This is an optimization exercise on Yosys and OpenROAD, whose aim is small area, a short achievable clock period and few clock cycles, not a production implementation.
RTL that was checked went through simulation tests only; none was proved equivalent to the original.
For runs 1 to 5, only the layout was checked, not whether the RTL still works.
Power and IR drop assume default switching activity.

==> design.v <==
`timescale 1ns/10ps
module ELA(clk, rst, in_data, data_rd, req, wen, addr, data_wr, done);
	input				clk;
	input				rst;
	input		[7:0]	in_data;
	input		[7:0]	data_rd;
	output	reg			req;
	output	reg			wen;
	output	reg	[9:0]	addr;
	output	reg	[7:0]	data_wr;
	output	reg			done;
	reg			main, vld;
	reg			s0, s1, s2;
	reg	[4:0]	k;
	reg	[3:0]	j;
	reg	[7:0]	xr, v, yr, p, q;
	reg	[7:0]	dreg, sreg, bd, bs;
	wire [8:0] sum = xr + yr;
	wire [8:0] dif = {1'b0, xr} - {1'b0, yr};
	wire [7:0] ad = dif[8] ? -dif[7:0] : dif[7:0];
	wire lt = dreg < bd;
	wire edge_col = (k == 5'd1) || (k == 5'd2);
	wire upd = s1 | (lt & ~edge_col & (s2 | s0));
	wire [4:0] k1 = k + 5'd1;
	always @(posedge clk) begin
		dreg <= ad;
		sreg <= sum[8:1];
		if (upd) begin
			bd <= dreg;
			bs <= sreg;
		end
		if (s0) begin
			xr <= v;
			v <= xr;
		end else if (s1)
			xr <= data_rd;
		if (s0)
			yr <= data_wr;
		else if (s1)
			yr <= q;
		else
			yr <= p;
		if (s1) begin
			p <= yr;
			q <= p;
		end
		data_wr <= s1 ? bs : in_data;
		addr[4:0] <= s1 ? k - 5'd2 : k;
		addr[5] <= s1;
		if (!main)
			addr[9:6] <= 4'd0;
		else if (s2)
			addr[9:6] <= j + 4'd1;
		else if (s1 && k[4:1] == 4'd0)
			addr[9:6] <= j - 4'd1;
		else
			addr[9:6] <= j;
	end
	always @(posedge clk or posedge rst) begin
		if (rst) begin
			main <= 1'b0;
			vld <= 1'b0;
			s0 <= 1'b0;
			s1 <= 1'b0;
			s2 <= 1'b0;
			k <= 5'd0;
			j <= 4'd0;
			req <= 1'b1;
			wen <= 1'b0;
			done <= 1'b0;
		end else if (done) begin
			req <= 1'b0;
			wen <= 1'b0;
		end else if (!main) begin
			vld <= req;
			if (vld) k <= k1;
			wen <= vld;
			if (vld && k == 5'd31) begin
				main <= 1'b1;
				s2 <= 1'b1;
				req <= 1'b0;
			end
		end else begin
			s0 <= s2;
			s1 <= s0;
			s2 <= s1;
			req <= s0;
			if (s1) begin
				k <= k1;
				if (k == 5'd31) j <= j + 4'd1;
			end
			if (s2) begin
				wen <= (j != 4'd15);
				if (j == 4'd15 && k == 5'd2) begin
					done <= 1'b1;
					main <= 1'b0;
					wen <= 1'b0;
				end
			end else
				wen <= s1;
		end
	end
endmodule
==> run.sh <==
#!/bin/bash
# synth_recipe.tcl (not shown) runs the flow's synth.tcl, then flattens the netlist and writes it again
# the make line also repeats each setting of config.mk as NAME=value (left out here)
make -C /OpenROAD-flow-scripts/flow DESIGN_CONFIG=/design/flow/config.mk WORK_HOME=/design/flow/orfs CLKGATE_MAP_FILE= SYNTH_SCRIPT=/design/flow/synth_recipe.tcl finish
==> config.mk <==
export PLATFORM = sky130hd
export DESIGN_NAME = ELA
export DESIGN_NICKNAME = ELA
export VERILOG_FILES = /design/flow/design.v
export SDC_FILE = /design/flow/constraint.sdc
export NUM_CORES = 8
export LEC_CHECK = 0
export ABC_CLOCK_PERIOD_IN_PS = 1500
export CAP_MARGIN = 20
export CORE_MARGIN = 2
export CORE_UTILIZATION = 40
export CTS_BUF_LIST = sky130_fd_sc_hd__clkbuf_8
export CTS_CLUSTER_DIAMETER = 500
export CTS_CLUSTER_SIZE = 100
export SETUP_SLACK_MARGIN = 3.0
export SLEW_MARGIN = 20
==> constraint.sdc <==
create_clock -name core_clock -period 5.0 [get_ports {clk}]
set_input_delay 1.0000 -clock core_clock [delete_from_list [all_inputs] [get_ports {clk}]]
set_output_delay 1.0000 -clock core_clock [all_outputs]
set_load 0.01 [all_outputs]
==> results of run 1 <==
## layout by cell type (no fill, tap or decap), drive strengths merged, types with 15 or more instances in the layout
cell,instances
xnor2,21
a21oi,16
mux2,21
nor2,31
clkdlybuf4s50,17
dfxtp,42
inv,39
dfrtp,16
edfxtp,48
nand2,15
ha,33
## metal layers
metal  track usage [%]  part of all wire, %
met2             21.21                   46
met5                 0                    0
met1             17.04                   49
met3             4.698                  3.5
met4             3.902                  1.1
## layout make-up
class	count	area (µm²)	area share (%)
Sequential cell	107	2721	49.39
Timing Repair Buffer	47	436.7	7.925
Inverter	34	127.6	2.316
Clock inverter	7	88.84	1.612
Multi-Input combinational cell	221	1833	33.27
Clock buffer	9	123.9	2.248
Tap cell	143	178.9	3.247
## synthesized netlist by cell type, types with 2 or more instances
cell type   n
a21oi_1    14
a21oi_2     2
a31oi_1     3
and3_1      4
buf_2       4
clkbuf_1    5
dfrtp_1    16
dfxtp_1    42
edfxtp_1   48
fa_1        2
ha_1       33
inv_1      33
mux2_2     20
mux2i_1     9
nand2_1    15
nand2b_1    4
nand3_1     6
nor2_1     29
nor2_2      2
nor2b_1     3
nor3_1      3
o21a_1      3
o21ai_0    10
o21ai_1     3
o21bai_1    5
o31ai_2     2
xnor2_1    21
xor2_1      7
## stage by stage
step	utilization (%)	setup WS (ps)
2_1_floorplan	-	2979
3_3_place_gp	45.30	2900
3_5_place_dp	45.30	2823
4_1_cts	47.63	2867
5_1_grt	48.26	2705
6_report	48.26	2800
## report_power, final
| group | internal [mW] | leakage (nW) | switching (mW) | total, mW |
|---|---|---|---|---|
| sequential | 0.912 | 1.00 | 0.00200 | 0.914 |
| clock | 0.245 | 0.106 | 0.314 | 0.559 |
| combinational | 0.0191 | 1.13 | 0.00907 | 0.0282 |
## cell families (layout without fill, tap and decap cells)
group	count (synthesis)	in the layout	synth area share, %
flip-flops	107	107	58.04
multiplexers	30	30	6.997
AO/OA/AOI/OAI	54	54	8.070
XOR/XNOR	29	29	5.603
AND/OR/NAND/NOR	73	73	7.426
buffers and inverters	47	97	4.155
adder cells (fa/ha/maj)	35	35	9.705
## worst paths after layout
path | startpoint | end | slack (ps) | depth (start not counted)
worst max-delay path | xr[0]$_DFFE_PP_ | dreg[7]$_DFF_P_ | 2800 | 10
worst min-delay path | sreg[1]$_DFF_P_ | bs[1]$_DFFE_PP_ | 400 | 0
worst max register to register | xr[0]$_DFFE_PP_ | dreg[7]$_DFF_P_ | 2800 | 10
worst min register to register | sreg[1]$_DFF_P_ | bs[1]$_DFFE_PP_ | 400 | 0
max in group asynchronous | rst | s1$_DFFE_PP0P_ | 3490 | 2
min in group asynchronous | rst | k[3]$_DFFE_PP0P_ | 1010 | 2
## repair_timing
item	CTS	global route
endpoints found under the setup margin	48	41
gates resized for setup	46	30
pin swaps	6	15
buffers inserted	4	4
==> flow_summary_export.csv, run 1 <==
group,metric,value,unit
run_status,status,"timing/DRC/antenna clean",
final_layout,fin_area,5510,µm²
final_layout,area_growth,18.07,%
sta,fin_setup_tns,0,ps
logic_synthesis,yosysTopAreaCellShare,30.88,%
logic_synthesis,ys_ff_latch,107,
setup_path,path_buf_inv,2,
floorplan,die_h,112.0,µm
setup_path,crit_path_end_kind,"flop",
route,routed_wl,7769,µm
clock_network,worst_skew_pair.late_latency,380,ps
logic_synthesis,netlist_area,4667,µm²
floorplan,dieArea,12550,µm²
place,numPortBuffers,38,
place,post_dp_cell_area,5172,µm²
place,dp_hpwl,5335,µm
clock_network,cts_made_buffers,9,
final_layout,antennaDiodeCount,0,
clock_network,root_buffer,"clkbuf_8",
place,dp.cells,544,
setup_path,startpoint_type,"flop",
final_layout,layout-drive-gt1-share,22.12,%
sta,fmax,454.6,MHz
route,vias,2699,
sta,layout_worst_path_cycle_share,43.99,%
final_layout,instances_no_fill,568,
sta,rsz0062_at_grt,"yes",
setup_path,cp.required,5280,ps
final_layout,n_fill_cell,1052,
route,vias_per_cell,4.752,
clock_network,htree_levels,3,
logic_synthesis,async_flop_share,15.89,%
setup_path,cp_max_fo,3,
global_route,grt_pass1_vias,2665,
final_layout,largest_reg_flops,10,
sta,hold_violations,0,
sta,worst_clock_skew,15.37,ps
logic_synthesis,ys_types,55,
global_route,track_usage,13.22,%
global_route,antenna_found_initial,0,
route,first_pass_iters,4,
route,ant_nets,0,
floorplan,rows,39,
clock_network,cts_tree,"done",
sta,post-route-min-period,2200,ps
clock_network,clockBufferDepth,2,
route,drc_errors,0,
floorplan,ioPinCount,39,
clock_network,cts_hold_buf,0,
sta,final-setup-viol-count,0,
global_route,grt_pass1_wl,13020,µm
sta,slew_headroom,55.80,%
min_path,hold_class,"reg2reg",
global_route,grt_max_degree,48,
sta,holdWs,404.9,ps
logic_synthesis,yosys-top-cells-area,"edfxtp_1, dfxtp_1, ha_1",
route,drtIter0Drc,159,
logic_synthesis,synthFlopType,"edfxtp_1",
power_and_ir_drop,p_leak,2.236,nW
logic_synthesis,syn_area_per_cell,12.45,µm²
final_layout,top_register,"addr",
power_and_ir_drop,max-vdd-ir-drop,201.1,µV
floorplan,start_util,40.87,%
setup_path,path_cells,"inv_1 > ha_2 > inv_2 > fa_2 > a211oi_4 > o21bai_1 > a21oi_2 > xor2_2 > a31oi_1 > xnor2_1",
clock_network,cts.clk_slew.worst_paths,110,ps
setup_path,path_delay_family,"compound AO/OA/AOI/OAI gates",
logic_synthesis,syn-instance-count,375,
sta,worstMarginPinSlew,662.3,ps
logic_synthesis,syn-num-nets,428,
floorplan,die_w,112.0,µm
setup_path,max_stage_delay,400,ps
logic_synthesis,synth_edf_count,48,
place,gp_congestion,0.7596,
global_route,overflow,0,
power_and_ir_drop,powerDensity,272.5,nW/µm²
route,wire_per_inst,13.68,µm
final_layout,nets,473,
logic_synthesis,synth_top_cell_by_area,"edfxtp_1",
run,drv_cap,0,
logic_synthesis,ys_seq_area_share,58.04,%
sta,drv_slew,0,
setup_path,crit_slowest_cell,"edfxtp_1",
clock_network,cts_sinks,107,
setup_path,cp.arrival,2480,ps
logic_synthesis,yosys_warnings,1,
power_and_ir_drop,total_power,1.501,mW
setup_path,worstSetupPathType,"reg2reg",
floorplan,core-area,11420,µm²
==> inputs of run 2 (changes only) <==
--- a/config.mk
+++ b/config.mk
@@ -7,3 +7,2 @@
 export LEC_CHECK = 0
-export ABC_CLOCK_PERIOD_IN_PS = 1500
 export CAP_MARGIN = 20
@@ -14,3 +13,3 @@
 export CTS_CLUSTER_SIZE = 100
-export SETUP_SLACK_MARGIN = 3.0
+export SETUP_SLACK_MARGIN = 3.3
 export SLEW_MARGIN = 20
==> run 2 against run 1 <==
Against the previous run: still clean on timing, DRC and antenna; synthesized cell count is the same; fmax rose by 3.5%; design area grew 3.1%; core utilization is 1.5 points higher; combinational power rose by 17%; clock-buffer cell count stayed put; global-route usage increased by 0.39 points; largest cell class unchanged; largest power group unchanged.
==> flow_summary_export.csv, run 2 <==
group,metric,value,unit
logic_synthesis,syn_area_per_cell,12.45,µm²
floorplan,ioPinCount,39,
floorplan,die_h,112.0,µm
logic_synthesis,syn-instance-count,375,
sta,finalWorstSetupSlack,2876,ps
sta,worstMarginPinSlew,665.1,ps
route,vias_per_cell,4.775,
run_status,status,"timing/DRC/antenna clean",
clock_network,cts.clk_slew.worst_paths,100,ps
power_and_ir_drop,clkPwrFrac,34.3,%
final_layout,nets,486,
logic_synthesis,yosys-top-cells-area,"edfxtp_1, dfxtp_1, ha_1",
place,numPortBuffers,38,
min_path,hp-start,"sreg[1]$_DFF_P_",
route,ant_nets,0,
power_and_ir_drop,powerDensity,253.7,nW/µm²
logic_synthesis,ys_seq_area_share,58.04,%
floorplan,start_util,40.87,%
logic_synthesis,syn-num-nets,428,
final_layout,layout_commonest_cell,"edfxtp_1",
global_route,track_usage,13.61,%
route,drc_errors,0,
setup_path,cp.arrival,2390,ps
sta,layout_worst_path_cycle_share,42.49,%
logic_synthesis,synthTopCellsByCount,"edfxtp_1, dfxtp_1, ha_1, inv_1, nor2_1",
final_layout,area_growth,21.77,%
global_route,grt_max_degree,48,
final_layout,antennaDiodeCount,0,
global_route,overflow,0,
power_and_ir_drop,max-vdd-ir-drop,146.5,µV
sta,drv_slew,0,
logic_synthesis,ys_types,55,
setup_path,worstSetupPathType,"reg2reg",
sta,worst_clock_skew,14.16,ps
logic_synthesis,async_flop_share,15.89,%
floorplan,die_w,112.0,µm
clock_network,htree_levels,3,
logic_synthesis,synthFlopType,"edfxtp_1",
global_route,antenna_found_initial,0,
setup_path,cp.required,5260,ps
floorplan,rows,39,
place,dp_hpwl,5385,µm
setup_path,crit_path_end_kind,"flop",
clock_network,cts_made_buffers,9,
global_route,grt_pass1_wl,13550,µm
setup_path,r2r-start,"xr[0]$_DFFE_PP_",
final_layout,largest_reg_flops,10,
logic_synthesis,yosys_warnings,1,
setup_path,cp_max_fo,3,
setup_path,cp-startpoint,"xr[0]$_DFFE_PP_",
sta,post-route-min-period,2124,ps
power_and_ir_drop,internal_power,1.124,mW
sta,slew_headroom,55.61,%
setup_path,startpoint_type,"flop",
clock_network,root_buffer,"clkbuf_8",
sta,fmax,470.7,MHz
run,drv_cap,0,
final_layout,layout-drive-gt1-share,31.74,%
power_and_ir_drop,p_seq_share,63.4,%
route,vias,2774,
sta,fin_setup_tns,0,ps
route,wire_per_inst,14.10,µm
logic_synthesis,synth_most_common_cell,"edfxtp_1",
sta,final-setup-viol-count,0,
logic_synthesis,synth_top_cell_by_area,"edfxtp_1",
logic_synthesis,ys_ff_latch,107,
route,first_pass_iters,4,
power_and_ir_drop,p_sw_share,22.08,%
final_layout,final_cell_mix,"edfxtp_1, dfxtp_1, inv_1",
min_path,hold_class,"reg2reg",
sta,rsz0062_at_grt,"yes",
floorplan,core-area,11420,µm²
logic_synthesis,netlist_area,4667,µm²
final_layout,top_register,"addr",
route,routed_wl,8191,µm
place,dp_slack,2827,ps
global_route,grt_pass1_vias,2770,
power_and_ir_drop,p_sw,318.4,µW
clock_network,cts_sinks,107,
logic_synthesis,yosysTopAreaCellShare,30.88,%
clock_network,clockBufferDepth,2,
clock_network,worst_skew_pair.late_latency,380,ps
power_and_ir_drop,p_leak,2.296,nW
floorplan,dieArea,12550,µm²
logic_synthesis,synth_edf_count,48,
route,drtIter0Drc,145,
place,gp_congestion,0.7605,
sta,hold_violations,0,
power_and_ir_drop,power_frac_comb,2.3,%
clock_network,cts_tree,"done",
final_layout,n_fill_cell,1022,
-- run 2: cell count changes in the layout (fill, tap and decap cells not counted), sizes merged, moves of 2 or more --
cell,before,now
clkbuf,13,10
clkdlybuf4s15,8,0
dlygate4sd2,5,0
inv,39,37
buf,13,42
clkinv,0,2
-- run 2: power by group through the flow --
stage / sequential (mW) / clock (mW) / combinational, mW
2_1_floorplan: 0.934 / 0 / 0.00761
3_3_place_gp: 0.933 / 0 / 0.0311
3_5_place_dp: 0.933 / 0 / 0.0312
4_1_cts: 0.915 / 0.516 / 0.0340
5_1_grt: 0.915 / 0.551 / 0.0361
6_report: 0.914 / 0.494 / 0.0331
-- run 2: critical path: stages (launching register included) --
cell,delay (ps)
edfxtp_1,410
inv_2,90
ha_4,130
inv_2,30
fa_2,380
a211oi_4,260
o21bai_1,130
a21oi_2,170
xor2_2,170
a31oi_1,110
xnor2_1,150
-- run 2: kinds of logic after synthesis --
kind of cell    Yosys count  share of synthesized area [%]
flops                   107                          58.04
simple gates             73                          7.426
compound gates           54                          8.070
buf+inv                  47                          4.155
fa+ha+maj                35                          9.705
mux                      30                          6.997
xor+xnor                 29                          5.603
-- run 2: cell type report --
class	count	area [µm²]	area share (%)
clock buffer	9	123.9	2.180
tap	143	178.9	3.148
sequential	107	2728	48.00
multi-input combinational	221	1897	33.38
inverter	34	127.6	2.246
timing repair buffer	60	570.5	10.04
clock inverter	7	57.56	1.013
-- run 2: path summary, 6_finish.rpt --
path	to	slack (ps)	cells after the start
worst max-delay path	dreg[7]$_DFF_P_	2880	10
min in group asynchronous	wen$_DFF_PP0_	1010	2
max in group asynchronous	s1$_DFFE_PP0P_	3520	2
worst min register to register	bs[1]$_DFFE_PP_	410	0
worst min-delay path	bs[1]$_DFFE_PP_	410	0
worst max register to register	dreg[7]$_DFF_P_	2880	10
-- run 2: timing repair --
item                                   in CTS  in global routing
setup endpoints to repair                  54                 57
pin swaps                                   6                  8
resized for setup                         111                 36
buffers inserted                           13                  6
hold buffers                                0                  0
endpoints found under the hold margin       0                  0
gates cloned                                1                  0
-- run 2: routing by layer --
layer / vias up / wire [µm] / GRT usage [%] / part of all wire, %
met4: 0 / 89 / 3.415 / 1.1
met3: 6 / 335 / 4.536 / 4.1
li1: 1402 / - / - / -
met2: 42 / 3923 / 22.51 / 48
met1: 1324 / 3842 / 17.41 / 47
met5: - / 0 / 0 / 0
-- run 2: per-stage QoR --
stage / hold WS (ps) / area (µm²) / utilization [%] / power, mW / std cells
2_1_floorplan: 385.5 / 4683 / - / 0.9419 / 375
3_3_place_gp: 388.7 / 5186 / 45.42 / 0.9642 / 545
4_1_cts: 413.4 / 5503 / 48.19 / 1.465 / 575
3_5_place_dp: 388.7 / 5186 / 45.42 / 0.9643 / 545
5_1_grt: 416.9 / 5683 / 49.77 / 1.502 / 581
6_report: 408.1 / 5683 / 49.77 / 1.442 / 581
==> inputs of run 3 (changes only) <==
--- a/design.v
+++ b/design.v
@@ -18,4 +18,5 @@
 	wire [8:0] sum = xr + yr;
-	wire [8:0] dif = {1'b0, xr} - {1'b0, yr};
-	wire [7:0] ad = dif[8] ? -dif[7:0] : dif[7:0];
+	wire [8:0] dxy = {1'b0, xr} - {1'b0, yr};
+	wire [8:0] dyx = {1'b0, yr} - {1'b0, xr};
+	wire [7:0] ad = dxy[8] ? dyx[7:0] : dxy[7:0];
 	wire lt = dreg < bd;
--- a/config.mk
+++ b/config.mk
@@ -13,3 +13,3 @@
 export CTS_CLUSTER_SIZE = 100
-export SETUP_SLACK_MARGIN = 3.3
+export SETUP_SLACK_MARGIN = 3.0
 export SLEW_MARGIN = 20
==> run 3 against run 2 <==
Against the previous run: non-clock buffer count decreased by 10; worst hold slack better by 1.1 ps; still clean on timing, DRC and antenna; register-to-register slack about the same; combinational power down 16%; clock-buffer cell count stayed put.
==> flow_summary_export.csv, run 3 <==
group,metric,value,unit
logic_synthesis,synth_compound_area_share,9.677,%
sta,worstMarginPinSlew,671.2,ps
sta,fin_setup_tns,0,ps
sta,drv_slew,0,
sta,layout_worst_path_cycle_share,42.71,%
setup_path,rr_endpoint,"dreg[7]$_DFF_P_",
setup_path,r2r_cells,8,
run,drv_cap,0,
setup_path,cp.required,5280,ps
final_layout,final_cell_mix,"edfxtp_1, inv_1, dfxtp_1",
place,gp_congestion,0.9116,
setup_path,r2r-start,"xr[0]$_DFFE_PP_",
global_route,grt_pass1_wl,14360,µm
setup_path,crit_path_end_kind,"flop",
logic_synthesis,synth_fa_ha_area_share,11.15,%
sta,post-route-min-period,2135,ps
logic_synthesis,synthTopCellsByCount,"edfxtp_1, dfxtp_1, ha_1",
clock_network,cts_hold_buf,0,
logic_synthesis,ys_seq_area_share,55.13,%
min_path,hp-start,"sreg[0]$_DFF_P_",
final_layout,largest_reg_flops,10,
final_layout,layout_commonest_cell,"edfxtp_1",
route,wire_per_inst,14.05,µm
clock_network,cts_tree,"done",
place,dp.cells,584,
power_and_ir_drop,p_leak,2.402,nW
place,numPortBuffers,38,
final_layout,antennaDiodeCount,0,
clock_network,cts.clk_slew.worst_paths,110,ps
power_and_ir_drop,powerDensity,260.2,nW/µm²
final_layout,fin_area,5778,µm²
floorplan,start_util,40.91,%
final_layout,top_register,"addr",
global_route,grt_pass1_vias,2916,
sta,worst_clock_skew,10.39,ps
logic_synthesis,syn_area_per_cell,11.90,µm²
floorplan,ioPinCount,39,
clock_network,root_buffer,"clkbuf_8",
floorplan,die_h,114.8,µm
clock_network,cts_made_buffers,9,
clock_network,clockBufferDepth,2,
global_route,track_usage,13.97,%
route,first_pass_iters,5,
logic_synthesis,synthFlopType,"edfxtp_1",
sta,final-setup-viol-count,0,
route,vias_per_cell,4.892,
route,ant_nets,0,
place,dp_slack,2766,ps
final_layout,area_growth,17.60,%
clock_network,htree_levels,3,
place,post_dp_cell_area,5441,µm²
global_route,grt_max_degree,45,
logic_synthesis,synth_top_cell_by_area,"edfxtp_1",
logic_synthesis,syn-instance-count,413,
final_layout,instances_no_fill,611,
route,drtIter0Drc,143,
setup_path,worstSetupPathType,"reg2reg",
setup_path,cp_max_fo,8,
setup_path,ff2ff_setup_slack,2860,ps
logic_synthesis,synth_mux_area_share,7.207,%
setup_path,cp.arrival,2410,ps
run_status,status,"timing/DRC/antenna clean",
logic_synthesis,syn-num-nets,473,
sta,slew_headroom,55.20,%
logic_synthesis,synth_most_common_cell,"edfxtp_1",
logic_synthesis,synth-simple-area-share,9.015,%
final_layout,n_fill_cell,1121,
floorplan,dieArea,13190,µm²
route,drc_errors,0,
min_path,hold_class,"reg2reg",
clock_network,cts_sinks,107,
sta,holdWs,409.2,ps
logic_synthesis,netlist_area,4913,µm²
place,dp_hpwl,5946,µm
min_path,min_to,"bs[0]$_DFFE_PP_",
global_route,antenna_found_initial,0,
final_layout,final-seq-area,2724,µm²
route,routed_wl,8584,µm
min_path,min_path_cells,0,
logic_synthesis,synth_xor_area_share,3.565,%
global_route,overflow,0,
final_layout,finalCoreUtilization,48.10,%
sta,rsz0062_at_grt,"yes",
floorplan,core-area,12010,µm²
sta,finalWorstSetupSlack,2865,ps
logic_synthesis,ys_ff_latch,107,
floorplan,rows,40,
route,vias,2989,
final_layout,layout-drive-gt1-share,20.69,%
power_and_ir_drop,max-vdd-ir-drop,174.6,µV
setup_path,startpoint_type,"flop",
logic_synthesis,synth_top_family_by_area,"adder cells",
logic_synthesis,ys_types,56,
logic_synthesis,yosys_warnings,1,
power_and_ir_drop,total_power,1.503,mW
logic_synthesis,synth_edf_count,48,
logic_synthesis,yosysTopAreaCellShare,29.34,%
clock_network,worst_skew_pair.late_latency,380,ps
final_layout,nets,519,
logic_synthesis,async_flop_share,15.89,%
final_layout,multi_input_area,2078,µm²
sta,fmax,468.3,MHz
sta,hold_violations,0,
logic_synthesis,yosys-top-cells-area,"edfxtp_1, dfxtp_1, ha_1",
floorplan,die_w,114.8,µm
run 3: report_power, final:
group          internal [mW]  switching (mW)  total, mW
Sequential             0.912         0.00190      0.914
Clock                  0.247           0.315      0.562
Combinational         0.0191         0.00881     0.0279
run 3: critical path, cell delays in order, from the launching register on:
cell and delay (ps):
edfxtp_1 460, inv_1 90, ha_2 190, fa_2 230, nor2b_4 50, o31a_4 300
o21ai_4 280, nor3b_2 80, a2111o_1 340
run 3: worst max path at each step:
stage                    start              end  slack (ps)  depth (start not counted)
5_1_grt        xr[7]$_DFFE_PP_  dreg[7]$_DFF_P_        2780                          6
4_1_cts        xr[4]$_DFFE_PP_  dreg[7]$_DFF_P_        2830                          7
2_1_floorplan  xr[2]$_DFFE_PP_  dreg[7]$_DFF_P_        2980                          8
3_3_place_gp   xr[0]$_DFFE_PP_  sreg[5]$_DFF_P_        2810                          7
6_report       xr[0]$_DFFE_PP_  dreg[7]$_DFF_P_        2860                          8
3_5_place_dp    s1$_DFFE_PP0P_  bs[0]$_DFFE_PP_        2770                          2
run 3: cells by family (layout without fill, tap and decap cells):
| group | after synthesis | after routing |
|---|---|---|
| AOI/OAI and AO/OA | 71 | 71 |
| xor gates and xnor gates | 20 | 20 |
| adders and majority gates | 42 | 42 |
| buffers and inverters | 52 | 103 |
| DFF | 107 | 107 |
| muxes | 33 | 33 |
| and+or+nand+nor | 88 | 88 |
run 3: layout make-up:
cell class / count / area share (%)
flip-flops and latches: 107 / 47.14
multi-input cells: 254 / 35.97
repair buffers: 50 / 7.601
well taps: 147 / 3.183
inverters: 37 / 2.404
clock buffers: 9 / 2.144
clock inverters: 7 / 1.559
run 3: repair_timing:
item | in CTS | in global routing
setup endpoints to repair | 46 | 26
gates resized for setup | 54 | 30
pin swaps | 4 | 4
hold endpoints to repair | 0 | 0
setup buffers | 8 | 3
run 3: per-layer routing:
metal / wire (µm) / global-route usage [%] / up-vias
li1: - / - / 1527
met1: 4174 / 18.53 / 1410
met2: 4045 / 22.05 / 50
met3: 328 / 4.533 / 2
met4: 35 / 4.096 / 0
met5: 0 / 0 / -
==> inputs of run 4 (changes only) <==
--- a/design.v
+++ b/design.v
@@ -16,8 +16,10 @@
 	reg	[7:0]	xr, v, yr, p, q;
-	reg	[7:0]	dreg, sreg, bd, bs;
+	reg	[8:0]	dreg;
+	reg	[7:0]	sreg, bd, bs;
 	wire [8:0] sum = xr + yr;
-	wire [8:0] dxy = {1'b0, xr} - {1'b0, yr};
-	wire [8:0] dyx = {1'b0, yr} - {1'b0, xr};
-	wire [7:0] ad = dxy[8] ? dyx[7:0] : dxy[7:0];
-	wire lt = dreg < bd;
+	wire [8:0] dif = {1'b0, xr} - {1'b0, yr};
+	wire signed [9:0] ds = {dreg[8], dreg};
+	wire signed [9:0] bp = {2'b00, bd};
+	wire lt = (ds < bp) && (-ds < bp);
+	wire [7:0] ad = dreg[8] ? -dreg[7:0] : dreg[7:0];
 	wire edge_col = (k == 5'd1) || (k == 5'd2);
@@ -26,6 +28,6 @@
 	always @(posedge clk) begin
-		dreg <= ad;
+		dreg <= dif;
 		sreg <= sum[8:1];
 		if (upd) begin
-			bd <= dreg;
+			bd <= ad;
 			bs <= sreg;
==> run 4 against run 3 <==
Against the previous run: critical path type unchanged; still clean on timing, DRC and antenna; largest cell class unchanged; sequential share of layout area rose by 0.43 points; highest routed layer unchanged; fmax shrank 9.6%; clock power shrank 6.2%.
==> flow_summary_export.csv, run 4 <==
group,metric,value,unit
sta,drv_slew,0,
clock_network,cts_tree,"done",
logic_synthesis,synthFlopType,"edfxtp_1",
setup_path,startpoint_type,"flop",
sta,post-route-min-period,2363,ps
logic_synthesis,syn-num-nets,466,
place,numPortBuffers,38,
place,dp_hpwl,6394,µm
floorplan,rows,40,
global_route,grt_max_degree,46,
final_layout,final-seq-area,2741,µm²
setup_path,worstSetupPathType,"reg2reg",
min_path,hp-start,"sreg[7]$_DFF_P_",
logic_synthesis,netlist_area,4875,µm²
final_layout,n_fill_cell,1092,
final_layout,top_register,"addr",
power_and_ir_drop,max-vdd-ir-drop,203.3,µV
clock_network,cts_hold_buf,0,
route,vias,3062,
logic_synthesis,synth_most_common_cell,"edfxtp_1",
clock_network,htree_levels,3,
setup_path,path_delay_family,"compound AO/OA/AOI/OAI gates",
setup_path,r2r_cells,10,
sta,worstMarginPinSlew,643.6,ps
run_status,status,"timing/DRC/antenna clean",
logic_synthesis,ys_seq_area_share,55.98,%
route,drtIter0Drc,154,
setup_path,path_buf_inv,1,
sta,rsz0062_at_grt,"yes",
final_layout,nets,516,
min_path,min_to,"bs[7]$_DFFE_PP_",
setup_path,rr_endpoint,"bs[1]$_DFFE_PP_",
final_layout,fin_area,5763,µm²
route,ant_nets,0,
place,gp_congestion,0.8085,
clock_network,worst_skew_pair.late_latency,390,ps
logic_synthesis,syn_area_per_cell,12.01,µm²
setup_path,max_stage_delay,380,ps
clock_network,root_buffer,"clkbuf_8",
final_layout,finalCoreUtilization,48.18,%
final_layout,layout_commonest_cell,"edfxtp_1",
setup_path,cp_max_fo,8,
global_route,overflow,0,
final_layout,instances_no_fill,608,
setup_path,cp.required,5090,ps
floorplan,ioPinCount,39,
logic_synthesis,yosys-top-cells-area,"edfxtp_1, dfxtp_1, ha_1",
power_and_ir_drop,powerDensity,256.1,nW/µm²
run,drv_cap,0,
floorplan,dieArea,13090,µm²
setup_path,crit_slowest_cell,"dfxtp_2",
power_and_ir_drop,p_leak,2.368,nW
clock_network,cts_sinks,108,
final_layout,final_cell_mix,"edfxtp_1, ha_1, dfxtp_1",
clock_network,cts.clk_slew.worst_paths,120,ps
logic_synthesis,async_flop_share,15.74,%
final_layout,layout-drive-gt1-share,19.31,%
route,drc_errors,0,
logic_synthesis,synthTopCellsByCount,"edfxtp_1, dfxtp_1, ha_1",
clock_network,clockBufferDepth,2,
sta,fin_setup_tns,0,ps
setup_path,path_cells,"inv_1 > ha_4 > nand2_2 > xor2_1 > ha_1 > o21a_1 > o211ai_1 > nand2_1 > o221ai_4 > a41o_4",
final_layout,reg_top3,"addr (10), dreg (9)",
sta,slew_headroom,57.05,%
route,first_pass_iters,4,
clock_network,cts_made_buffers,9,
floorplan,die_h,114.4,µm
logic_synthesis,synth_top_cell_by_area,"edfxtp_1",
logic_synthesis,ys_types,45,
final_layout,antennaDiodeCount,0,
logic_synthesis,ys_ff_latch,108,
floorplan,die_w,114.4,µm
global_route,grt_pass1_wl,15190,µm
setup_path,cp.arrival,2460,ps
min_path,min_path_cells,0,
floorplan,start_util,40.75,%
sta,fmax,423.2,MHz
final_layout,multi_input_area,2088,µm²
logic_synthesis,yosysTopAreaCellShare,29.57,%
sta,hold_violations,0,
min_path,hold_class,"reg2reg",
route,wire_per_inst,15.09,µm
setup_path,crit_path_end_kind,"flop",
global_route,track_usage,15.14,%
route,vias_per_cell,5.036,
final_layout,area_growth,18.22,%
route,routed_wl,9174,µm
logic_synthesis,syn-instance-count,406,
sta,layout_worst_path_cycle_share,47.25,%
final_layout,largest_reg_flops,10,
floorplan,core-area,11960,µm²
sta,final-setup-viol-count,0,
setup_path,r2r-start,"dreg[0]$_DFF_P_",
place,post_dp_cell_area,5453,µm²
global_route,grt_pass1_vias,3073,
logic_synthesis,synth_edf_count,48,
place,dp.cells,583,
setup_path,ff2ff_setup_slack,2640,ps
logic_synthesis,yosys_warnings,1,
sta,worst_clock_skew,13.98,ps
global_route,antenna_found_initial,0,
-- run 4: worst max-delay path by stage --
stage                          from              end  slack [ps]  cells after the start
finish              dreg[0]$_DFF_P_  bs[1]$_DFFE_PP_        2640                     10
global placement    dreg[0]$_DFF_P_  bs[5]$_DFFE_PP_        2630                      8
CTS                 dreg[0]$_DFF_P_  bs[1]$_DFFE_PP_        2670                     10
detailed placement  dreg[2]$_DFF_P_  bs[5]$_DFFE_PP_        2530                      8
floorplan           dreg[0]$_DFF_P_  bd[0]$_DFFE_PP_        2830                     10
global route        dreg[2]$_DFF_P_  bd[2]$_DFFE_PP_        2570                      8
-- run 4: logic make-up after synthesis --
| logic type | share of synthesized area [%] |
|---|---|
| adder cells (fa/ha/maj) | 11.09 |
| flip-flops | 55.98 |
| multiplexers | 6.699 |
| AND/OR/NAND/NOR | 8.624 |
| AO/OA/AOI/OAI | 7.932 |
| XOR/XNOR | 6.109 |
| buffers and inverters | 3.568 |
-- run 4: metal layers --
layer,GRT usage [%],share of wire (%),vias up
li1,-,-,1517
met1,19.17,46,1465
met2,24.93,48,67
met3,4.711,4.2,13
met4,4.472,1.6,0
met5,0,0,-
-- run 4: what timing repair did --
action / CTS / global route
cloned: 1 / 0
setup endpoints to repair: 40 / 42
gates resized for setup: 49 / 33
setup buffers: 3 / 5
pin swaps: 2 / 5
-- run 4: layout make-up --
cell class	count	area share, %
clock inverter	7	1.281
inverter	35	2.280
sequential	108	47.57
timing repair buffer	48	7.295
multi-input combinational	254	36.24
tap	147	3.191
clock buffer	9	2.149
-- run 4: power by group --
group | internal [mW] | total [mW] | switching, mW
combinational | 0.0188 | 0.0275 | 0.00869
sequential | 0.920 | 0.921 | 0.00167
clock | 0.198 | 0.527 | 0.330
-- run 4: worst register-to-register path, cell delays in order, from the launching register on --
cell and delay (ps):
dfxtp_2 380, inv_1 80, ha_4 180, nand2_2 110
xor2_1 170, ha_1 260, o21a_1 170, o211ai_1 160
nand2_1 120, o221ai_4 100, a41o_4 350
-- run 4: per-stage QoR --
step / hold WS, ps / total power [mW] / setup WS [ps]
6_report: 415.1 / 1.476 / 2637
5_1_grt: 427.9 / 1.533 / 2567
4_1_cts: 421.7 / 1.498 / 2672
3_5_place_dp: 395.4 / 0.9719 / 2527
3_3_place_gp: 389.7 / 0.9715 / 2632
2_1_floorplan: 385.5 / 0.9500 / 2828
==> inputs of run 5 (changes only) <==
--- a/config.mk
+++ b/config.mk
@@ -13,3 +13,3 @@
 export CTS_CLUSTER_SIZE = 100
-export SETUP_SLACK_MARGIN = 3.0
+export SETUP_SLACK_MARGIN = 3.3
 export SLEW_MARGIN = 20
==> run 5 against run 4 <==
Against the previous run: critical endpoint is now bd[3]$_DFFE_PP_; worst hold slack worse by 3.2 ps; sequential power barely moved; register-to-register slack gained 30 ps; area after synthesis unchanged.
==> flow_summary_export.csv, run 5 <==
group,metric,value,unit
run_status,status,"timing/DRC/antenna clean",
setup_path,cp.arrival,2420,ps
floorplan,start_util,40.75,%
setup_path,cp-startpoint,"dreg[0]$_DFF_P_",
setup_path,cp_max_fo,8,
logic_synthesis,netlist_area,4875,µm²
global_route,overflow,0,
logic_synthesis,synth_edf_count,48,
sta,post-route-min-period,2333,ps
logic_synthesis,synthFlopType,"edfxtp_1",
logic_synthesis,ys_ff_latch,108,
floorplan,dieArea,13090,µm²
clock_network,cts_tree,"done",
logic_synthesis,synth_fa_ha_area_share,11.09,%
setup_path,cp.required,5080,ps
sta,fin_setup_tns,0,ps
final_layout,largest_reg_flops,10,
global_route,grt_max_degree,37,
clock_network,cts_sinks,108,
setup_path,crit_path_end_kind,"flop",
sta,final-setup-viol-count,0,
setup_path,startpoint_type,"flop",
power_and_ir_drop,p_sw,329.2,µW
route,vias,3172,
sta,drv_slew,0,
sta,slew_headroom,56.92,%
global_route,grt_pass1_vias,3221,
route,routed_wl,9618,µm
setup_path,rr_endpoint,"bd[3]$_DFFE_PP_",
logic_synthesis,synth_top_family_by_area,"adder cells",
route,vias_per_cell,5.027,
power_and_ir_drop,powerDensity,238.0,nW/µm²
setup_path,path_cells,"nor3_4 > nand3_2 > xor2_1 > ha_1 > a22oi_2 > nand2_1 > o221ai_2 > a41o_4",
min_path,hold_class,"reg2reg",
place,dp_slack,2522,ps
setup_path,max_stage_delay,370,ps
sta,fmax,428.5,MHz
setup_path,ff2ff_setup_slack,2670,ps
route,drtIter0Drc,169,
clock_network,cts.clk_slew.worst_paths,110,ps
logic_synthesis,syn-num-nets,466,
power_and_ir_drop,p_seq_share,62.8,%
logic_synthesis,synth-simple-area-share,8.624,%
final_layout,final-seq-area,2765,µm²
place,gp_congestion,0.8168,
logic_synthesis,async_flop_share,15.74,%
floorplan,ioPinCount,39,
sta,layout_worst_path_cycle_share,46.67,%
power_and_ir_drop,p_sw_share,22.47,%
global_route,antenna_found_initial,0,
global_route,grt_pass1_wl,15740,µm
logic_synthesis,synth_most_common_cell,"edfxtp_1",
sta,rsz0062_at_grt,"yes",
final_layout,final_cell_mix,"edfxtp_1, ha_1, inv_1",
final_layout,area_growth,26.33,%
global_route,track_usage,15.55,%
power_and_ir_drop,max-vdd-ir-drop,171.8,µV
floorplan,core-area,11960,µm²
logic_synthesis,syn_area_per_cell,12.01,µm²
floorplan,rows,40,
clock_network,cts_hold_buf,0,
logic_synthesis,synthTopCellsByCount,"edfxtp_1, dfxtp_1, ha_1",
route,first_pass_iters,4,
logic_synthesis,synth_xor_area_share,6.109,%
clock_network,htree_levels,3,
final_layout,top_register,"addr",
power_and_ir_drop,total_power,1.465,mW
final_layout,layout_commonest_cell,"edfxtp_1",
setup_path,worstSetupPathType,"reg2reg",
run,drv_cap,0,
logic_synthesis,yosys-top-cells-area,"edfxtp_1, dfxtp_1, ha_1",
setup_path,r2r_cells,8,
clock_network,worst_skew_pair.late_latency,380,ps
power_and_ir_drop,power_frac_comb,2.2,%
route,ant_nets,0,
logic_synthesis,syn-instance-count,406,
logic_synthesis,yosysTopAreaCellShare,29.57,%
power_and_ir_drop,internal_power,1.136,mW
setup_path,crit_end,"bd[3]$_DFFE_PP_",
final_layout,nets,539,
power_and_ir_drop,clkPwrFrac,35.0,%
setup_path,crit_slowest_cell,"dfxtp_4",
final_layout,n_fill_cell,1032,
place,numPortBuffers,38,
sta,worst_clock_skew,11.46,ps
logic_synthesis,synth_mux_area_share,6.699,%
final_layout,layout-drive-gt1-share,33.06,%
place,dp_hpwl,6164,µm
logic_synthesis,yosys_warnings,1,
clock_network,clockBufferDepth,2,
power_and_ir_drop,p_leak,2.516,nW
logic_synthesis,ys_types,45,
floorplan,die_w,114.4,µm
final_layout,reg_top3,"addr (10), dreg (9)",
sta,worstMarginPinSlew,645.5,ps
logic_synthesis,synth_top_cell_by_area,"edfxtp_1",
sta,finalWorstSetupSlack,2667,ps
floorplan,die_h,114.4,µm
route,drc_errors,0,
sta,hold_violations,0,
final_layout,antennaDiodeCount,0,
logic_synthesis,synth_compound_area_share,7.931,%
clock_network,root_buffer,"clkbuf_8",
logic_synthesis,ys_seq_area_share,55.98,%
clock_network,cts_made_buffers,9,
setup_path,r2r-start,"dreg[0]$_DFF_P_",
route,wire_per_inst,15.24,µm
final_layout,multi_input_area,2235,µm²
[run 5: cell types whose count changed in the layout (fill, tap and decap cells not counted), sizes merged]
cell           previous run  this run
buf                      15        53
clkdlybuf4s15             9         0
clkbuf                   15         9
bufbuf                    0         1
dlygate4sd2               1         0
[run 5: timing repair]
action,4_1_cts,5_1_grt
cloned,2,0
endpoints found under the setup margin,62,55
pin swaps,12,18
setup buffers,23,7
resized for setup,131,43
[run 5: per-stage QoR]
step	hold slack (ps)	cell area [µm²]	util, %	cells
6_report	411.9	6158	51.49	631
5_1_grt	416.1	6158	51.49	631
4_1_cts	416.5	5936	49.62	624
3_5_place_dp	391.8	5458	45.63	583
3_3_place_gp	388.3	5458	45.63	583
2_1_floorplan	385.5	4921	-	406
[run 5: worst min-delay path by stage]
| stage | start | endpoint | slack, ps | cells past startpoint |
|---|---|---|---|---|
| after floorplan | sreg[0]$_DFF_P_ | bs[0]$_DFFE_PP_ | 390 | 0 |
| after global placement | sreg[6]$_DFF_P_ | bs[6]$_DFFE_PP_ | 390 | 0 |
| after detailed placement | sreg[3]$_DFF_P_ | bs[3]$_DFFE_PP_ | 390 | 0 |
| after CTS | sreg[4]$_DFF_P_ | bs[4]$_DFFE_PP_ | 420 | 0 |
| after global routing | sreg[5]$_DFF_P_ | bs[5]$_DFFE_PP_ | 420 | 0 |
| final | sreg[7]$_DFF_P_ | bs[7]$_DFFE_PP_ | 410 | 0 |
[run 5: power groups by stage]
stage	clock network (mW)	registers [mW]	logic, mW
after global routing	0.565	0.921	0.0354
final	0.512	0.921	0.0323
after floorplan	0	0.942	0.00761
after global placement	0	0.941	0.0305
after detailed placement	0	0.941	0.0307
after CTS	0.536	0.922	0.0332
[run 5: per-layer routing]
metal	part of all wire, %	vias to the layer above	track usage (%)
li1	-	1562	-
met1	46	1517	19.51
met2	49	76	25.64
met3	3.6	17	4.500
met4	2.1	0	5.528
met5	0	-	0
[run 5: kinds of logic after synthesis]
kind of cell / Yosys count
flip-flops: 108
AND/OR/NAND/NOR: 84
AO/OA/AOI/OAI: 63
buffers and inverters: 45
adder cells (fa/ha/maj): 42
XOR/XNOR: 34
multiplexers: 30
[run 5: cell type report]
type | instances | area share [%]
clock buffer | 9 | 2.011
timing repair buffer | 71 | 10.50
sequential | 108 | 44.90
clock inverter | 7 | 1.097
multi-input combinational | 254 | 36.29
inverter | 35 | 2.215
tap | 147 | 2.987
[run 5: critical path, delay by kind of cell, from the launching register on]
kind	cells	cell delay, ps
AO/OA/AOI/OAI	3	710
AND/OR/NAND/NOR	3	470
flip-flops	1	370
adder cells (fa/ha/maj)	1	330
XOR/XNOR	1	160
==> inputs of run 6 (changes only) <==
--- a/design.v
+++ b/design.v
@@ -6,3 +6,3 @@
 	input		[7:0]	data_rd;
-	output	reg			req;
+	output				req;
 	output	reg			wen;
@@ -11,3 +11,4 @@
 	output	reg			done;
-	reg			main, vld;
+	reg			main, vld, nreq;
+	assign req = ~nreq;
 	reg			s0, s1, s2;
@@ -16,10 +17,10 @@
 	reg	[7:0]	xr, v, yr, p, q;
-	reg	[8:0]	dreg;
-	reg	[7:0]	sreg, bd, bs;
+	reg	[8:0]	dreg, bd;
+	reg	[7:0]	sreg, bs;
 	wire [8:0] sum = xr + yr;
-	wire [8:0] dif = {1'b0, xr} - {1'b0, yr};
-	wire signed [9:0] ds = {dreg[8], dreg};
-	wire signed [9:0] bp = {2'b00, bd};
-	wire lt = (ds < bp) && (-ds < bp);
-	wire [7:0] ad = dreg[8] ? -dreg[7:0] : dreg[7:0];
+	wire [8:0] e = {1'b0, xr} + {1'b0, ~yr};
+	wire [7:0] m = e[8] ? e[7:0] : ~e[7:0];
+	wire [10:0] cmp = {2'b00, dreg[7:0], 1'b1} + {~bd[8], ~bd, dreg[8]};
+	wire lt = cmp[10];
+	wire [8:0] dm1 = dreg[8] ? {1'b0, dreg[7:0]} : {1'b0, dreg[7:0]} - 9'd1;
 	wire edge_col = (k == 5'd1) || (k == 5'd2);
@@ -28,6 +29,6 @@
 	always @(posedge clk) begin
-		dreg <= dif;
+		dreg <= {e[8], m};
 		sreg <= sum[8:1];
 		if (upd) begin
-			bd <= ad;
+			bd <= dm1;
 			bs <= sreg;
@@ -70,3 +71,3 @@
 			j <= 4'd0;
-			req <= 1'b1;
+			nreq <= 1'b0;
 			wen <= 1'b0;
@@ -74,6 +75,6 @@
 		end else if (done) begin
-			req <= 1'b0;
+			nreq <= 1'b1;
 			wen <= 1'b0;
 		end else if (!main) begin
-			vld <= req;
+			vld <= ~nreq;
 			if (vld) k <= k1;
@@ -83,3 +84,3 @@
 				s2 <= 1'b1;
-				req <= 1'b0;
+				nreq <= 1'b1;
 			end
@@ -89,3 +90,3 @@
 			s2 <= s1;
-			req <= s0;
+			nreq <= ~s0;
 			if (s1) begin
==> run 6 against run 5 <==
Against the previous run: first-iteration DRC count fell by 10%; register-to-register slack improved by 380 ps; die area barely moved; area after synthesis barely moved; critical endpoint is now dreg[7]$_DFF_P_; design area fell by 2.1%; largest cell class unchanged; sequential share of layout area rose by 1.2 points.
==> flow_summary_export.csv, run 6 <==
group,metric,value,unit
sta,holdWs,414.2,ps
power_and_ir_drop,p_seq_share,55.0,%
run,drv_cap,0,
sta,final-setup-viol-count,0,
clock_network,worst_skew_pair.late_latency,370,ps
setup_path,worstSetupPathType,"reg2reg",
power_and_ir_drop,max-vdd-ir-drop,116.1,µV
final_layout,instances_no_fill,619,
floorplan,start_util,40.76,%
power_and_ir_drop,p_sw_share,24.94,%
final_layout,final_cell_mix,"edfxtp_1, dfxtp_1, inv_1",
logic_synthesis,synthTopCellsByCount,"edfxtp_1, dfxtp_1, ha_1",
floorplan,rows,40,
final_layout,area_growth,23.63,%
route,routed_wl,8615,µm
final_layout,finalCoreUtilization,50.40,%
global_route,grt_use_met3,2.594,%
sta,drv_slew,0,
logic_synthesis,synth_most_common_cell,"edfxtp_1",
route,ant_nets,0,
place,dp_slack,2909,ps
final_layout,antennaDiodeCount,0,
power_and_ir_drop,power_frac_comb,16.7,%
setup_path,r2r_cells,7,
floorplan,core-area,11960,µm²
clock_network,cts_tree,"done",
sta,rsz0062_at_grt,"yes",
route,drc_errors,0,
sta,layout_worst_path_cycle_share,39.01,%
logic_synthesis,netlist_area,4876,µm²
clock_network,cts.clk_slew.worst_paths,110,ps
final_layout,top_register,"addr",
min_path,hold_class,"reg2reg",
final_layout,fin_area,6028,µm²
logic_synthesis,ys_seq_area_share,56.56,%
setup_path,ff2ff_setup_slack,3050,ps
run_status,status,"timing/DRC/antenna clean",
global_route,overflow,0,
final_layout,nets,521,
logic_synthesis,syn_area_per_cell,11.98,µm²
sta,hold_violations,0,
clock_network,cts_sinks,109,
place,dp.cells,579,
place,dp_hpwl,5647,µm
floorplan,die_h,114.4,µm
sta,post-route-min-period,1951,ps
setup_path,cp.required,5310,ps
sta,worst_clock_skew,15.50,ps
setup_path,startpoint_type,"flop",
logic_synthesis,syn-num-nets,461,
final_layout,reg_top3,"addr (10), bd (9), dreg (9)",
global_route,grt_pass1_wl,14630,µm
logic_synthesis,yosys_warnings,1,
floorplan,die_w,114.4,µm
route,drtIter0Drc,152,
sta,fmax,512.7,MHz
setup_path,cp_max_fo,3,
final_layout,multi_input_area,2125,µm²
final_layout,final-seq-area,2779,µm²
global_route,antenna_found_initial,0,
floorplan,dieArea,13090,µm²
clock_network,cts_made_buffers,9,
power_and_ir_drop,p_sw,472.9,µW
logic_synthesis,synth_edf_count,49,
min_path,min_path_cells,0,
logic_synthesis,async_flop_share,15.60,%
global_route,grt_max_degree,37,
route,wire_per_inst,13.92,µm
global_route,grt-busiest-layer,"met2",
sta,worstMarginPinSlew,411.6,ps
power_and_ir_drop,p_leak,2.447,nW
setup_path,cp.arrival,2260,ps
logic_synthesis,ys_types,47,
route,first_pass_iters,4,
setup_path,crit_path_end_kind,"flop",
sta,fin_setup_tns,0,ps
final_layout,layout_commonest_cell,"edfxtp_1",
logic_synthesis,yosys-top-cells-area,"edfxtp_1, dfxtp_1, dfrtp_1",
floorplan,ioPinCount,39,
logic_synthesis,yosysTopAreaCellShare,30.18,%
logic_synthesis,ys_ff_latch,109,
clock_network,htree_levels,3,
global_route,grtUsageMet2,23.47,%
global_route,track_usage,14.43,%
logic_synthesis,synth_top_cell_by_area,"edfxtp_1",
power_and_ir_drop,total_power,1.896,mW
logic_synthesis,synthFlopType,"edfxtp_1",
global_route,grt_pass1_vias,2979,
place,gp_congestion,0.8131,
logic_synthesis,syn-instance-count,407,
place,post_dp_cell_area,5420,µm²
sta,slew_headroom,72.20,%
sta,finalWorstSetupSlack,3049,ps
place,numPortBuffers,38,
final_layout,layout-drive-gt1-share,29.03,%
final_layout,largest_reg_flops,10,
power_and_ir_drop,powerDensity,314.5,nW/µm²
global_route,met1_usage,18.93,%
route,vias_per_cell,4.906,
clock_network,clockBufferDepth,2,
power_and_ir_drop,clkPwrFrac,28.3,%
clock_network,root_buffer,"clkbuf_8",
final_layout,n_fill_cell,1065,
power_and_ir_drop,internal_power,1.423,mW
route,vias,3037,
-- run 6: changes by cell type after synthesis, sizes merged, moves of 4 or more --
cell,previous run,this run
a211oi,0,4
a21oi,20,15
clkbuf,5,9
ha,40,34
nand2,22,28
nor2,24,17
nor4,0,5
o211ai,1,5
-- run 6: what timing repair did --
| item | 4_1_cts | 5_1_grt |
|---|---|---|
| buffers inserted | 14 | 8 |
| cloned | 2 | 0 |
| endpoints found under the setup margin | 61 | 56 |
| hold buffers | 0 | 0 |
| gates resized for setup | 128 | 23 |
| pin swaps | 13 | 14 |
-- run 6: path summary, 6_finish.rpt --
path                                       from          endpoint
worst max-delay path            xr[0]$_DFFE_PP_   dreg[7]$_DFF_P_
worst min-delay path            sreg[4]$_DFF_P_   bs[4]$_DFFE_PP_
worst max register to register  xr[0]$_DFFE_PP_   dreg[7]$_DFF_P_
worst min register to register  sreg[4]$_DFF_P_   bs[4]$_DFFE_PP_
max in group asynchronous                   rst  k[1]$_DFFE_PP0P_
min in group asynchronous                   rst     wen$_DFF_PP0_
-- run 6: per-layer routing --
metal,routed length [µm],up-vias,share of wire (%)
li1,-,1532,-
met1,4053,1454,47
met2,4196,38,49
met3,205,13,2.4
met4,160,0,1.9
met5,0,-,0
-- run 6: critical path, stage by stage (launching register included) --
cell      delay [ps]
edfxtp_1         410
ha_2             200
fa_2             380
a21oi_4          160
o221ai_2         120
o21a_1           210
o41ai_2          230
xor2_1           170
-- run 6: logic make-up after synthesis --
| group | count (synthesis) | share of synthesized area, % |
|---|---|---|
| adders and majority gates | 36 | 9.546 |
| AOI/OAI and AO/OA | 61 | 8.571 |
| xor gates and xnor gates | 35 | 6.287 |
| buffers and inverters | 49 | 4.080 |
| muxes | 26 | 5.799 |
| and+or+nand+nor | 91 | 9.161 |
| DFF | 109 | 56.56 |
-- run 6: area by class of cell --
class,instances,share of cell area (%)
Sequential cell,109,46.10
Multi-Input combinational cell,249,35.24
Timing Repair Buffer,64,10.17
Tap cell,147,3.051
Inverter,34,2.179
Clock buffer,9,2.055
Clock inverter,7,1.204
-- run 6: power groups by stage --
stage                     clock network, mW  registers, mW  logic, mW
after CTS                             0.557           1.04      0.306
after floorplan                           0           1.05      0.144
final                                 0.537           1.04      0.317
after global placement                    0           1.06      0.192
after global routing                  0.597           1.05      0.351
after detailed placement                  0           1.06      0.197
Testbench counts of run 6, summed over its fixed seeds: cycles 47,392.
==> inputs of run 7 (changes only) <==
--- a/config.mk
+++ b/config.mk
@@ -13,3 +13,3 @@
 export CTS_CLUSTER_SIZE = 100
-export SETUP_SLACK_MARGIN = 3.3
+export SETUP_SLACK_MARGIN = 3.0
 export SLEW_MARGIN = 20
==> run 7 against run 6 <==
Against the previous run: still clean; clock power rose by 5.2%; non-clock buffer count is 8 lower; synthesized cell count unchanged; routed wire length is 1.5% higher; global-route usage down 0.46 points; sequential share of layout area increased by 1.3 points; setup slack got worse by 99 ps; critical path type unchanged; largest cell class unchanged; highest routed layer unchanged.
==> flow_summary_export.csv, run 7 <==
group,metric,value,unit
run_status,status,"timing/DRC/antenna clean",
global_route,track_usage,13.97,%
route,vias,2995,
sta,worstMarginPinSlew,681.9,ps
logic_synthesis,yosys_warnings,1,
route,drtIter0Drc,180,
min_path,min_path_cells,0,
min_path,hp-start,"sreg[0]$_DFF_P_",
final_layout,layout-drive-gt1-share,20.91,%
min_path,min_to,"bs[0]$_DFFE_PP_",
sta,fin_setup_tns,0,ps
place,gp_congestion,0.8008,
power_and_ir_drop,powerDensity,311.4,nW/µm²
setup_path,cp.arrival,2370,ps
power_and_ir_drop,p_leak,2.380,nW
floorplan,die_w,114.4,µm
place,dp.cells,578,
final_layout,layout_commonest_cell,"edfxtp_1",
setup_path,rr_endpoint,"dreg[7]$_DFF_P_",
route,wire_per_inst,14.31,µm
final_layout,fin_area,5852,µm²
route,drc_errors,0,
final_layout,top_register,"addr",
clock_network,htree_levels,3,
logic_synthesis,syn-instance-count,407,
floorplan,dieArea,13090,µm²
global_route,overflow,0,
floorplan,ioPinCount,39,
global_route,grt_pass1_vias,2877,
clock_network,worst_skew_pair.late_latency,380,ps
route,vias_per_cell,4.902,
logic_synthesis,synth_most_common_cell,"edfxtp_1",
sta,layout_worst_path_cycle_share,40.99,%
clock_network,clockBufferDepth,2,
sta,fmax,487.9,MHz
sta,rsz0062_at_grt,"yes",
power_and_ir_drop,max-vdd-ir-drop,126.6,µV
logic_synthesis,syn_area_per_cell,11.98,µm²
logic_synthesis,ys_ff_latch,109,
final_layout,instances_no_fill,611,
min_path,hold_class,"reg2reg",
clock_network,root_buffer,"clkbuf_8",
logic_synthesis,netlist_area,4876,µm²
floorplan,die_h,114.4,µm
global_route,grt_pass1_wl,14160,µm
route,ant_nets,0,
place,numPortBuffers,38,
setup_path,crit_path_end_kind,"flop",
place,dp_hpwl,5819,µm
clock_network,cts_made_buffers,9,
logic_synthesis,synthTopCellsByCount,"edfxtp_1, dfxtp_1, ha_1",
setup_path,r2r_cells,7,
floorplan,start_util,40.76,%
place,post_dp_cell_area,5381,µm²
route,first_pass_iters,4,
final_layout,antennaDiodeCount,0,
floorplan,core-area,11960,µm²
clock_network,cts.clk_slew.worst_paths,100,ps
final_layout,largest_reg_flops,10,
logic_synthesis,synth_edf_count,49,
final_layout,finalCoreUtilization,48.92,%
final_layout,area_growth,20.02,%
logic_synthesis,yosysTopAreaCellShare,30.18,%
floorplan,rows,40,
final_layout,final_cell_mix,"edfxtp_1, dfxtp_1, inv_1",
logic_synthesis,syn-num-nets,461,
sta,worst_clock_skew,11.93,ps
setup_path,startpoint_type,"flop",
logic_synthesis,synthFlopType,"edfxtp_1",
sta,final-setup-viol-count,0,
final_layout,nets,513,
final_layout,reg_top3,"addr (10), bd (9), dreg (9)",
logic_synthesis,yosys-top-cells-area,"edfxtp_1, dfxtp_1, dfrtp_1",
clock_network,cts_hold_buf,0,
clock_network,cts_sinks,109,
route,routed_wl,8742,µm
setup_path,max_stage_delay,410,ps
setup_path,path_cells,"ha_2 > fa_2 > a21oi_4 > o221ai_4 > o21a_1 > o41ai_2 > xor2_1",
logic_synthesis,synth_top_cell_by_area,"edfxtp_1",
logic_synthesis,async_flop_share,15.60,%
setup_path,path_buf_inv,0,
global_route,antenna_found_initial,0,
setup_path,cp.required,5320,ps
global_route,grt_max_degree,48,
setup_path,worstSetupPathType,"reg2reg",
sta,hold_violations,0,
clock_network,cts_tree,"done",
setup_path,cp_max_fo,3,
sta,slew_headroom,54.49,%
setup_path,path_delay_family,"compound AO/OA/AOI/OAI gates",
logic_synthesis,ys_types,47,
logic_synthesis,ys_seq_area_share,56.56,%
sta,post-route-min-period,2049,ps
sta,drv_slew,0,
setup_path,r2r-start,"xr[0]$_DFFE_PP_",
setup_path,ff2ff_setup_slack,2950,ps
final_layout,n_fill_cell,1077,
run,drv_cap,0,
setup_path,crit_slowest_cell,"edfxtp_1",
[run 7: cell count changes in the layout (fill, tap and decap cells not counted), moves of 5 or more]
cell             change
buf_2               -10
buf_6               -13
o21ai_0              +5
clkdlybuf4s15_1      +6
clkdlybuf4s15_2      +6
clkbuf_2             +5
[run 7: layout make-up]
type	instances	area, µm²	share of cell area [%]
sequential	109	2774	47.40
multi-input combinational	249	2026	34.62
timing repair buffer	56	530.5	9.066
tap	147	183.9	3.143
clock buffer	10	137.6	2.352
inverter	34	127.6	2.181
clock inverter	6	72.57	1.240
[run 7: how the worst max path moves through the flow]
stage,from,end,slack [ps],cells past startpoint
after detailed placement,k[1]$_DFFE_PP0P_,bs[5]$_DFFE_PP_,2740,5
final,xr[0]$_DFFE_PP_,dreg[7]$_DFF_P_,2950,7
after global routing,xr[0]$_DFFE_PP_,dreg[1]$_DFF_P_,2820,8
after floorplan,xr[0]$_DFFE_PP_,dreg[3]$_DFF_P_,3020,7
after global placement,k[1]$_DFFE_PP0P_,bs[6]$_DFFE_PP_,2770,5
after CTS,done$_DFF_PP0_,done,2880,1
[run 7: kinds of logic (layout without fill, tap and decap cells)]
group / count (synthesis) / in the layout / share of synthesized area (%)
simple gates: 91 / 91 / 9.161
xor+xnor: 35 / 35 / 6.287
compound gates: 61 / 61 / 8.571
flops: 109 / 109 / 56.56
buf+inv: 49 / 106 / 4.080
fa+ha+maj: 36 / 36 / 9.546
mux: 26 / 26 / 5.799
[run 7: worst reg2reg max path: stages, from the launching register on]
cell	delay (ps)
edfxtp_1	410
ha_2	230
fa_2	410
a21oi_4	180
o221ai_4	120
o21a_1	210
o41ai_2	260
xor2_1	170
[run 7: per-layer routing]
metal  vias up  track usage (%)  routed length, µm
met4         0            6.179                130
met3        13            3.176                286
met5         -                0                  0
li1       1509                -                  -
met2        47            21.30               3909
met1      1426            19.07               4416
[run 7: per-stage QoR]
stage                     total power [mW]  hold slack, ps  worst slack, ps
after floorplan                      1.182           385.5             3025
after global placement               1.240           388.2             2768
after detailed placement             1.245           393.3             2736
after CTS                            1.837           420.3             2885
after global routing                 1.913           428.6             2821
final                                1.822           418.0             2951
[run 7: report_power, final]
group          internal (mW)  total (mW)  leakage [nW]  switching (mW)
Clock                  0.253       0.565         0.104           0.312
Sequential              1.01        1.04          1.04          0.0313
Combinational          0.108       0.216          1.24           0.109
Total                   1.37        1.82          2.38           0.452
[run 7: what timing repair did]
item | 4_1_cts | 5_1_grt
buffers inserted | 8 | 9
resized for setup | 52 | 31
gates cloned | 0 | 0
setup endpoints to repair | 52 | 28
pin swaps | 5 | 11

[separate check: timing with driven ports]
How much do the figures lean on ideal ports? The routed layouts below were timed once more, with nothing changed but the port constraints. Step 1, drivers: a clkbuf_16 drives clk and a buf_2 each remaining input, both assumed. Step 2 also shifts input and output timing later by t, the mid clock arrival at the registers, as if the neighbouring blocks saw the same clock. Slacks: no drivers / after step 1 / after step 2; pairs: no drivers / after step 1.
| run | t (ns) | slack for setup (ns) | latest minus earliest clock arrival (ns) | worst slew at a driven data input, ns |
|---|---|---|---|---|
| run 1 | 0.405 | 2.800 / 2.800 / 2.800 | 0.016 / 0.015 | 0.03 |
| run 2 | 0.405 | 2.876 / 2.876 / 2.876 | 0.014 / 0.014 | 0.03 |
| run 3 | 0.405 | 2.865 / 2.865 / 2.865 | 0.012 / 0.011 | 0.03 |
| run 4 | 0.417 | 2.637 / 2.637 / 2.637 | 0.014 / 0.014 | 0.04 |
| run 5 | 0.408 | 2.667 / 2.667 / 2.667 | 0.012 / 0.013 | 0.05 |
| run 6 | 0.400 | 3.049 / 3.046 / 3.049 | 0.017 / 0.017 | 0.03 |
| run 7 | 0.409 | 2.951 / 2.951 / 2.951 | 0.013 / 0.012 | 0.04 |
After both steps every run listed still meets setup and hold.
